Background: an optimization exercise with open tools, aiming at small area. Do not read the settings as production practice.
Function was checked by simulation only, so behaviour that the tests miss may differ from the original.
The clock port is modelled as an ideal driver, which makes a skipped or thinned clock tree look cheaper than it is; a real chip needs a root buffer or a tree.

## before
==> flow/design.v (excerpt) <==
module spi_oled(
	input  clk,
	input  rst_n,
	output oled_cs,
	output oled_sck,
	output oled_rst,
	output oled_dc,
	output oled_mosi
);
reg [4:0] dv;
reg [3:0] sl;
reg [7:0] q;
reg [2:0] pg;
reg       rst_q;
wire gap    = sl[3];
wire dv_end = dv[4] & dv[3] & dv[0];           
wire q_inc  = gap & (dv == 5'd1);
wire su     = (q >= 8'hA6) && (q < 8'hE7);
wire data   = (q >= 8'h05) && (q <= 8'h84);
wire win    = (q > 8'hBC && q < 8'hD1) ||
              (q == 8'hBC && ((sl == 4'd6 && dv >= 5'd6) || sl < 4'd6 || (gap && dv < 5'd2))) ||
              (q == 8'hD1 && ((gap && dv >= 5'd2) || (!gap && sl > 4'd3) || (sl == 4'd3 && dv <= 5'd14)));
always @(posedge clk) begin
	if (!rst_n) begin
		dv    <= 5'd24;
		sl    <= 4'd1;
		q     <= 8'hA6;
		pg    <= 3'd0;
		rst_q <= 1'b0;
	end else begin
		dv <= dv_end ? 5'd0 : dv + 5'd1;
		if (dv_end) sl <= (sl == 4'd0) ? 4'd8 : sl - 4'd1;
		if (q_inc) begin
			if (q == 8'h84) begin
				q  <= 8'h02;
				pg <= pg + 3'd1;
			end else
				q <= q + 8'd1;
		end
		rst_q <= ~win;
	end
end
localparam [255:0] CMDS = 256'b0001010010001101000000100010000001000000110110110001001011011010111100011101100110000000110101010000000011010011001111111010100010100110110010001010000111111111100000010100000000010000000000001010111000000000000000000001000000000000101100001010111110100100;
wire [7:0] cmd  = CMDS[q[4:0]*8 +: 8] | ((q[4:0] == 5'd2) ? {5'd0, pg} : 8'd0);
localparam [383:0] LO = 384'b111111111111111111111111111111111111111111111111111111000000000000000000000000000000000000000000000000000000000000000000000000000000000000000000000000000000000000000000000000000000000000000000000000000000000000000000000000000000000000000000000000000000000000000000000000000000000001000010000011000100000101000111001001001011010000111111111111111111111111111111111111111111111111111111;
  ...
clock: 10.0 ns
lec_check: 0
cap_margin: 20
core_margin: 2
core_utilization: 40
slew_margin: 20
standard.sh (not shown) runs the stock make flow with config.mk's settings and CLKGATE_MAP_FILE= SYNTH_SCRIPT=/design/flow/synth_recipe.tcl, a recipe that flattens the netlist after the stock synthesis.
==> flow/flow/run.sh <==
#!/bin/bash
set -euo pipefail
W=$PWD
R=$W/orfs/results/$FLOW_PLATFORM/spi_oled/base
YOSYS=$(command -v yosys || echo "$FLOW_HOME/../tools/install/yosys/bin/yosys")
LIB=$FLOW_HOME/platforms/$FLOW_PLATFORM/lib/sky130_fd_sc_hd__tt_025C_1v80.lib

# 1. standard synthesis (same registers, names and cell types as the standard flow's)
bash standard.sh "$R/1_2_yosys.v" > $W/flow_synth.log 2>&1
cp "$R/1_2_yosys.v" "$W/1_2_yosys.standard.v"

# 2. area re-optimisation of the logic between the flip-flops
DU=""
for c in $(cat $W/flow/dont_use.txt); do DU="$DU -dont_use $c"; done
SEEDS="2 4 11 12 13 14 15 16"
for s in $SEEDS; do
  MAPPER=amap
  sed -e "s#@SEED@#$s#g" $W/flow/deep_$MAPPER.abc > $W/deep_$s.abc
  for f in post check; do
    sed -e "s#@LIB@#$LIB#g" -e "s#@IN@#$W/1_2_yosys.standard.v#g" -e "s#@OUT@#$W/1_2_yosys.post_$s.v#g" \
        -e "s#@DU@#$DU#g" -e "s#@ABC@#$W/deep_$s.abc#g" $W/flow/$f.ys > $W/${f}_$s.ys
  done
  ( "$YOSYS" -s $W/post_$s.ys > $W/flow_post_synth_$s.log 2>&1 && \
    "$YOSYS" -s $W/check_$s.ys > $W/flow_post_check_$s.log 2>&1 && \
    grep "Chip area" $W/flow_post_synth_$s.log | tail -1 | awk -v s=$s '{print $NF, s}' > $W/area_$s.txt ) || true &
done
wait
BEST=$(cat $W/area_*.txt 2>/dev/null | sort -g | head -1 | awk '{print $2}')
if [[ -n "$BEST" ]]; then
  echo "using seed $BEST"; cat $W/area_*.txt
  cp $W/1_2_yosys.post_$BEST.v "$R/1_2_yosys.v"
  touch "$R/1_2_yosys.v"
else
  echo "post-synthesis optimisation failed; keeping the standard netlist"
fi

# 3. the rest of the standard flow, from the new netlist
export BUFFER_PORTS_ARGS="-buffer_cell sky130_fd_sc_hd__buf_1"
export POST_CTS_TCL=$W/flow/post_cts.tcl
bash standard.sh > $W/flow_layout.log 2>&1
==> flow/flow/deep_amap.abc <==
strash
&get -n
&deepsyn -T 800 -S @SEED@
&put
if -K 6
mfs2 -W 50 -M 5000
strash
&get -n
&deepsyn -T 800 -S @SEED@
&put
if -K 6
mfs2 -W 50 -M 5000
strash
&get -n
&deepsyn -T 800 -S @SEED@
&put
dch -f
amap
topo
==> flow/flow/post_cts.tcl <==
# Replace the clock tree TritonCTS built by a single clock buffer next to the
# flip-flops: the clock port then drives one buffer, which drives every register.
# Bypass and delete them one by one (remove_buffers would also take out the
# port buffers).
proc bypass_buffer { inst } {
  set in_net "NULL"
  set out_net "NULL"
  foreach it [$inst getITerms] {
    set n [$it getNet]
    if { $n == "NULL" } { continue }
    if { [$it isInputSignal] } { set in_net $n }
    if { [$it isOutputSignal] } { set out_net $n }
  }
  if { $out_net != "NULL" } {
    foreach it [$out_net getITerms] {
      if { [$it getInst] != $inst } {
        $it disconnect
        $it connect $in_net
      }
    }
  }
  odb::dbInst_destroy $inst
  if { $out_net != "NULL" } { odb::dbNet_destroy $out_net }
}
set block [ord::get_db_block]
set cts_cells {}
foreach inst [$block getInsts] {
  set name [$inst getName]
  if { [string match clkbuf_* $name] || [string match clkload* $name] } {
    lappend cts_cells $name
  }
}
foreach name $cts_cells {
  puts "removing clock tree cell $name"
  bypass_buffer [$block findInst $name]
}
set clk_net [$block findNet clk]
set sx 0; set sy 0; set n 0
foreach it [$clk_net getITerms] {
  set loc [[$it getInst] getLocation]
  set sx [expr {$sx + [lindex $loc 0]}]
  set sy [expr {$sy + [lindex $loc 1]}]
  incr n
}
set dbu [$block getDbUnitsPerMicron]
set x [expr {$sx / double($n) / $dbu}]
set y [expr {$sy / double($n) / $dbu}]
puts "clock loads: $n, buffer at $x $y"
insert_buffer -buffer_cell sky130_fd_sc_hd__clkbuf_16 -net clk -buffer_name clkbuf_0_clk -location [list $x $y]
detailed_placement
check_placement -verbose
estimate_parasitics -placement
Other scripts of this flow, unchanged in this note and not shown: flow/flow/check.ys, flow/flow/dont_use.txt, flow/flow/post.ys
What after does differently from before at the input level:
- CORE_UTILIZATION changed from 40 to 60
--- a/flow/flow/run.sh
+++ b/flow/flow/run.sh
@@ -15 +15 @@
-SEEDS="2 4 11 12 13 14 15 16"
+SEEDS="1 2 3 4"
@@ -17,2 +17 @@
-  MAPPER=amap
-  sed -e "s#@SEED@#$s#g" $W/flow/deep_$MAPPER.abc > $W/deep_$s.abc
+  sed -e "s#@SEED@#$s#g" $W/flow/deep.abc > $W/deep_$s.abc
@@ -39 +38 @@
-export POST_CTS_TCL=$W/flow/post_cts.tcl
+export CTS_ARGS="-sink_clustering_enable -repair_clock_nets -sink_clustering_size 30 -sink_clustering_max_diameter 200 -root_buf sky130_fd_sc_hd__clkbuf_4 -buf_list sky130_fd_sc_hd__clkbuf_2 -dont_use_dummy_load"
==> flow/flow/deep.abc (new file) <==
strash
&get -n
&deepsyn -T 90 -S @SEED@
&put
&get -n
&dch -f
&nf -R 1000
&put
topo
removed: flow/flow/deep_amap.abc
removed: flow/flow/post_cts.tcl
--- outcome ---
Synthesized area (after / before): 1.05. Final worst-path cycle share in after vs before: down 1.6 points. Cmp after vs before: register-to-register slack higher in after. On after: wire length of the first global-routing pass is 7.7% lower than what before gave. Total number of tap cells (lower): after. Compared with before, after degrades cell area.
In before the design's own scripts or RTL, not TritonCTS, make the clock network.

re-timing with driven ports:
The results above use ideal ports. As a check the final layouts listed here were re-extracted and re-timed, cells and wires unchanged.
Step 1: set_driving_cell puts a clkbuf_16 on clk and a buf_2 on each other input, an assumption about the parent block.
Step 2, shift: input delay + t, output delay - t, t = (earliest + latest rising clock arrival at the registers) / 2. This alone moves slack from input paths to output paths.
Slacks: ideal ports / drivers / drivers and shift; pairs: ideal ports / drivers.
| run | t, ns | slack for setup (ns) | hold slack, ns | latest minus earliest clock arrival (ns) | cell pins on the clock port's net |
|---|---|---|---|---|---|
| before | 0.176 | 4.580 / 4.552 / 4.729 | 0.455 / 0.455 / 0.455 | 0.003 / 0.003 | 1 |
| after | 0.318 | 4.744 / 4.723 / 5.041 | 0.534 / 0.534 / 0.534 | 0.004 / 0.003 | 1 |
After both steps setup and hold are still met in every run listed.
